Source: an optimization exercise on an open RTL-to-GDS flow (aim: small area, a short achievable clock period and few clock cycles). Production flows keep margins and buffers that such runs may drop. The RTL was checked by simulation tests, not by an equivalence proof against the original design. Power is estimated from default activity; no workload was simulated.

// my_cpu
module my_cpu(input clk, reset,
output [5:0] address,
output memWr,
output [7:0] writedata,
input [7:0] readdata, IN,
output [7:0] OUT,
output halt
);
==> module reltarget, before the edit <==
module reltarget(input [5:0] pc,
input d,
input [2:0] o,
output [5:0] t);
wire [5:0] fwd = pc + {3'b000, o};
wire [5:0] back = pc - {3'b000, o};
assign t = d ? back : fwd;
endmodule
==> module my_cpu, before the edit <==
module my_cpu(input clk, reset,
output [5:0] address,
output memWr,
output [7:0] writedata,
input [7:0] readdata, IN,
output [7:0] OUT,
output halt
);
reg [5:0] pc;
reg [7:0] a;
reg [7:0] outr;
reg [7:0] ir;       
reg       ev;       
reg       xz, xinv, cin, ce, land, lor;   
reg [7:0] rsel;     
reg [7:0] rf [0:7];
reg       haltr;
reg       s_ldi, s_jmp, s_rel, s_ldm, s_stm, s_dld, s_dst;
wire s_d   = s_dld | s_dst;
wire fetch = ~(s_ldi | s_jmp | s_rel | s_ldm | s_stm | s_d | haltr);
assign address   = pc;
assign memWr     = s_dst;
assign writedata = a;
assign OUT       = outr;
assign halt      = haltr;
wire [3:0] eh = ir[7:4];
reg  [7:0] rv;
integer k;
always @(*) begin
	rv = 8'd0;
	for (k = 0; k < 8; k = k + 1)
		rv = rv | ({8{rsel[k]}} & rf[k]);
end
wire e_lda = ev & (eh == 4'h1);
wire e_sta = ev & (eh == 4'h2);
wire e_and = ev & (eh == 4'hA);
wire e_or  = ev & (eh == 4'hB);
wire e_add = ev & (eh == 4'hC);
wire e_sub = ev & (eh == 4'hD);
wire e_e   = ev & (eh == 4'hE) & ~ir[3] & ~(ir[2] & ir[1]);
wire e_not = e_e & (ir[2:0] == 3'd0);
wire e_inc = e_e & (ir[2:0] == 3'd1);
wire e_dec = e_e & (ir[2:0] == 3'd2);
wire e_shl = e_e & (ir[2:0] == 3'd3);
wire e_shr = e_e & (ir[2:0] == 3'd4);
wire e_ror = e_e & (ir[2:0] == 3'd5);
wire e_in  = ev & (ir == 8'hF0);
wire e_out = ev & (ir == 8'hF1);
wire e_aw = e_lda | e_and | e_or | e_add | e_sub | e_e | e_in;
wire       e_alu = e_lda | e_and | e_or | e_add | e_sub | e_not | e_inc | e_dec;
wire [7:0] x = (a & {8{~xz}}) ^ {8{xinv}};
wire [7:0] alu;
wire [3:0] tt = land ? 4'b1000 : lor ? 4'b1110 : (xinv & ce) ? 4'b1001 : 4'b0110;
alu8 alu0(x, rv, cin, ce, tt, alu);
wire       a_mem = s_ldi | s_dld;
wire       a_hold = ~(e_aw | a_mem);
wire [7:0] ares = ({8{e_alu}} & alu)
                | ({8{e_shl}} & {a[6:0], 1'b0})
                | ({8{e_shr}} & {1'b0, a[7:1]})
                | ({8{e_ror}} & {a[0], a[7:1]})
                | ({8{e_in}} & IN)
                | ({8{a_mem}} & readdata)
                | ({8{a_hold}} & a);
always @(posedge clk)
	for (k = 0; k < 8; k = k + 1)
		if (e_sta & rsel[k])
			rf[k] <= a;
wire az = (a == 8'd0);
function take;
	input [7:0] op;
	input z, n;
	case (op[7:4])
		4'h7:    take = z;
		4'h8:    take = ~z;
		4'h9:    take = ~n & ((op[3:0] != 4'd0) | ~z);
		default: take = 1'b1;
	endcase
endfunction
wire [3:0] fh = readdata[7:4];
wire       flo0 = (readdata[3:0] == 4'd0);
wire       f_br = (fh[3:2] == 2'b01 & fh[1]) | (fh[3:2] == 2'b10 & ~fh[1]);
wire f_ldm  = (readdata == 8'h30);
wire f_stm  = (readdata == 8'h40);
wire f_ldi  = (readdata == 8'h50);
wire f_halt = (readdata == 8'hF2);
wire f_e    = ~f_br & ~f_ldm & ~f_stm & ~f_ldi & ~f_halt;
wire f_add  = (fh == 4'hC);
wire f_sub  = (fh == 4'hD);
wire f_inc  = (readdata == 8'hE1);
wire f_dec  = (readdata == 8'hE2);
wire f_not  = (readdata == 8'hE0);
wire f_reg  = (fh == 4'h1) | (fh == 4'h2) | (fh[3:2] == 2'b10 & fh[1]) | (fh[3:2] == 2'b11 & ~fh[1]);
wire       j_take = take(ir, az, a[7]);
wire [5:0] pc1 = pc + 6'd1;
wire [5:0] pcrel;
reltarget rel(pc, ir[3], ir[2:0], pcrel);
wire p_inc  = fetch | s_ldi | (s_jmp & ~j_take);
wire p_rd   = (s_jmp & j_take) | s_ldm | s_stm;
wire p_rel  = s_rel & j_take;
wire p_hold = haltr | (s_rel & ~j_take);
wire [5:0] pcn = ({6{p_inc}} & pc1)
               | ({6{p_rel}} & pcrel)
               | ({6{p_rd}} & readdata[5:0])
               | ({6{s_d}} & ir[5:0])
               | ({6{p_hold}} & pc);
always @(posedge clk) begin
	if (s_ldm | s_stm)
		ir <= {2'b00, pc1};
	else
		ir <= readdata;
	rsel <= f_reg ? (8'd1 << readdata[2:0]) : 8'd0;
	xz   <= (fh == 4'h1);
	xinv <= f_sub | f_dec | f_not;
	cin  <= f_inc | f_dec;
	ce   <= f_add | f_sub | f_inc | f_dec;
	land <= (fh == 4'hA);
	lor  <= (fh == 4'hB);
	if (reset) begin
		pc <= 6'd0;
		a <= 8'd0;
		outr <= 8'd0;
		ev <= 1'b0;
		haltr <= 1'b0;
		s_ldi <= 1'b0; s_jmp <= 1'b0; s_rel <= 1'b0; s_ldm <= 1'b0; s_stm <= 1'b0;
		s_dld <= 1'b0; s_dst <= 1'b0;
	end else begin
		a <= ares;
		pc <= pcn;
		if (e_out) outr <= a;
		ev    <= fetch & f_e;
		haltr <= haltr | (fetch & f_halt);
		s_ldi <= fetch & f_ldi;
		s_ldm <= fetch & f_ldm;
		s_stm <= fetch & f_stm;
		s_jmp <= fetch & f_br & flo0;
		s_rel <= fetch & f_br & ~flo0;
		s_dld <= s_ldm;
		s_dst <= s_stm;
	end
end
endmodule
==> flow/config.mk <==
export PLATFORM = sky130hd
export DESIGN_NAME = my_cpu
export DESIGN_NICKNAME = my_cpu
export VERILOG_FILES = /design/flow/design.v
export SDC_FILE = /design/flow/constraint.sdc
export NUM_CORES = 4
export LEC_CHECK = 0
export CAP_MARGIN = 20
export CORE_MARGIN = 2
export CORE_UTILIZATION = 40
export SETUP_SLACK_MARGIN = 2.8
export SLEW_MARGIN = 20
export SYNTH_HIERARCHICAL = 1
export SYNTH_MINIMUM_KEEP_SIZE = 0
export TNS_END_PERCENT = 10
==> flow/constraint.sdc <==
create_clock -name core_clock -period 5.0 [get_ports {clk}]
set_input_delay 1.0000 -clock core_clock [delete_from_list [all_inputs] [get_ports {clk}]]
set_output_delay 1.0000 -clock core_clock [all_outputs]
set_load 0.01 [all_outputs]
standard.sh (not shown) runs the stock make flow with config.mk's settings and CLKGATE_MAP_FILE= SYNTH_SCRIPT=/design/flow/synth_recipe.tcl, a recipe that flattens the netlist after the stock synthesis.
==> flow/flow/run.sh <==
#!/bin/bash
# Standard layout, with two changes: plain buffers on the ports instead of the
# delay-cell buffers buffer_ports picks by default, and a clock tree of
# clkbuf_8 cells with larger sink clusters and no dummy loads.
set -euo pipefail
export BUFFER_PORTS_ARGS="-buffer_cell sky130_fd_sc_hd__buf_1"
export CTS_ARGS="-sink_clustering_enable -repair_clock_nets -buf_list sky130_fd_sc_hd__clkbuf_8 -dont_use_dummy_load -sink_clustering_size 30 -sink_clustering_max_diameter 80"
bash standard.sh > standard.log 2>&1
Testbench counts at the start, summed over its fixed seeds: cycles 27,699.
Rerun with:
--- a/flow/design.v
+++ b/flow/design.v
@@ -43,16 +43,8 @@
 always @(*)
 	for (i = 0; i < 8; i = i + 1)
 		f[i] = t[{y[i], x[i]}];
 assign s = f ^ G[7:0];
-endmodule
-module reltarget(input [5:0] pc,
-input d,
-input [2:0] o,
-output [5:0] t);
-wire [5:0] fwd = pc + {3'b000, o};
-wire [5:0] back = pc - {3'b000, o};
-assign t = d ? back : fwd;
 endmodule
 module my_cpu(input clk, reset,
 output [5:0] address,
 output memWr,
@@ -147,9 +139,9 @@
 wire f_reg  = (fh == 4'h1) | (fh == 4'h2) | (fh[3:2] == 2'b10 & fh[1]) | (fh[3:2] == 2'b11 & ~fh[1]);
 wire       j_take = take(ir, az, a[7]);
 wire [5:0] pc1 = pc + 6'd1;
 wire [5:0] pcrel;
-reltarget rel(pc, ir[3], ir[2:0], pcrel);
+fastadd #(6) reladd(pc, {{3{ir[3]}}, ir[2:0] ^ {3{ir[3]}}}, ir[3], pcrel);
 wire p_inc  = fetch | s_ldi | (s_jmp & ~j_take);
 wire p_rd   = (s_jmp & j_take) | s_ldm | s_stm;
 wire p_rel  = s_rel & j_take;
 wire p_hold = haltr | (s_rel & ~j_take);
After rerunning: Non-clock buffer count went up by 3; via count went down by 0.64%; worst setup slack is better by 0.031 ns; core utilization went up by 0.78 points; count of clock-buffer cells in the layout stays the same; final area went up by 1.3%; wire length went up by 2.4%; combinational power went up by about 3%; worst hold slack is better by 0.0049 ns; final cell count went up by 1.7%; synthesized cell count went up by 1.6%; sequential power is about the same; clock skew is about the same.
Testbench counts after the change, summed over its fixed seeds: cycles 27,699.

==> static timing again, ports no longer ideal <==
In the flow no input, the clock included, has a driving cell. The finished layouts below were timed again as built, in two steps.
Step 1 assumes that a clkbuf_16 drives the clock port and a buf_2 every other input.
Step 2 times the ports against the registers' clock, not the clock port: input delays grow and output delays shrink by t, the midpoint of the rising clock arrivals with the driver on.
a / b / c = ideal / step 1 / step 2; a / b = the first two.
| run | t (ns) | setup slack, ns | latest minus earliest clock arrival (ns) | slew at the worst register clock pin (ns) | worst data-port slew with drivers (ns) |
|---|---|---|---|---|---|
| the first run | 0.456 | 2.749 / 2.749 / 2.449 | 0.030 / 0.029 | 0.07 / 0.07 | 0.03 |
| the second run | 0.442 | 2.780 / 2.780 / 2.497 | 0.030 / 0.030 | 0.08 / 0.08 | 0.04 |
After both steps every run listed still meets setup and hold. For the first run, which loses most, drivers alone change the setup slack by 0.000 ns; drivers and shift together by -0.300 ns.
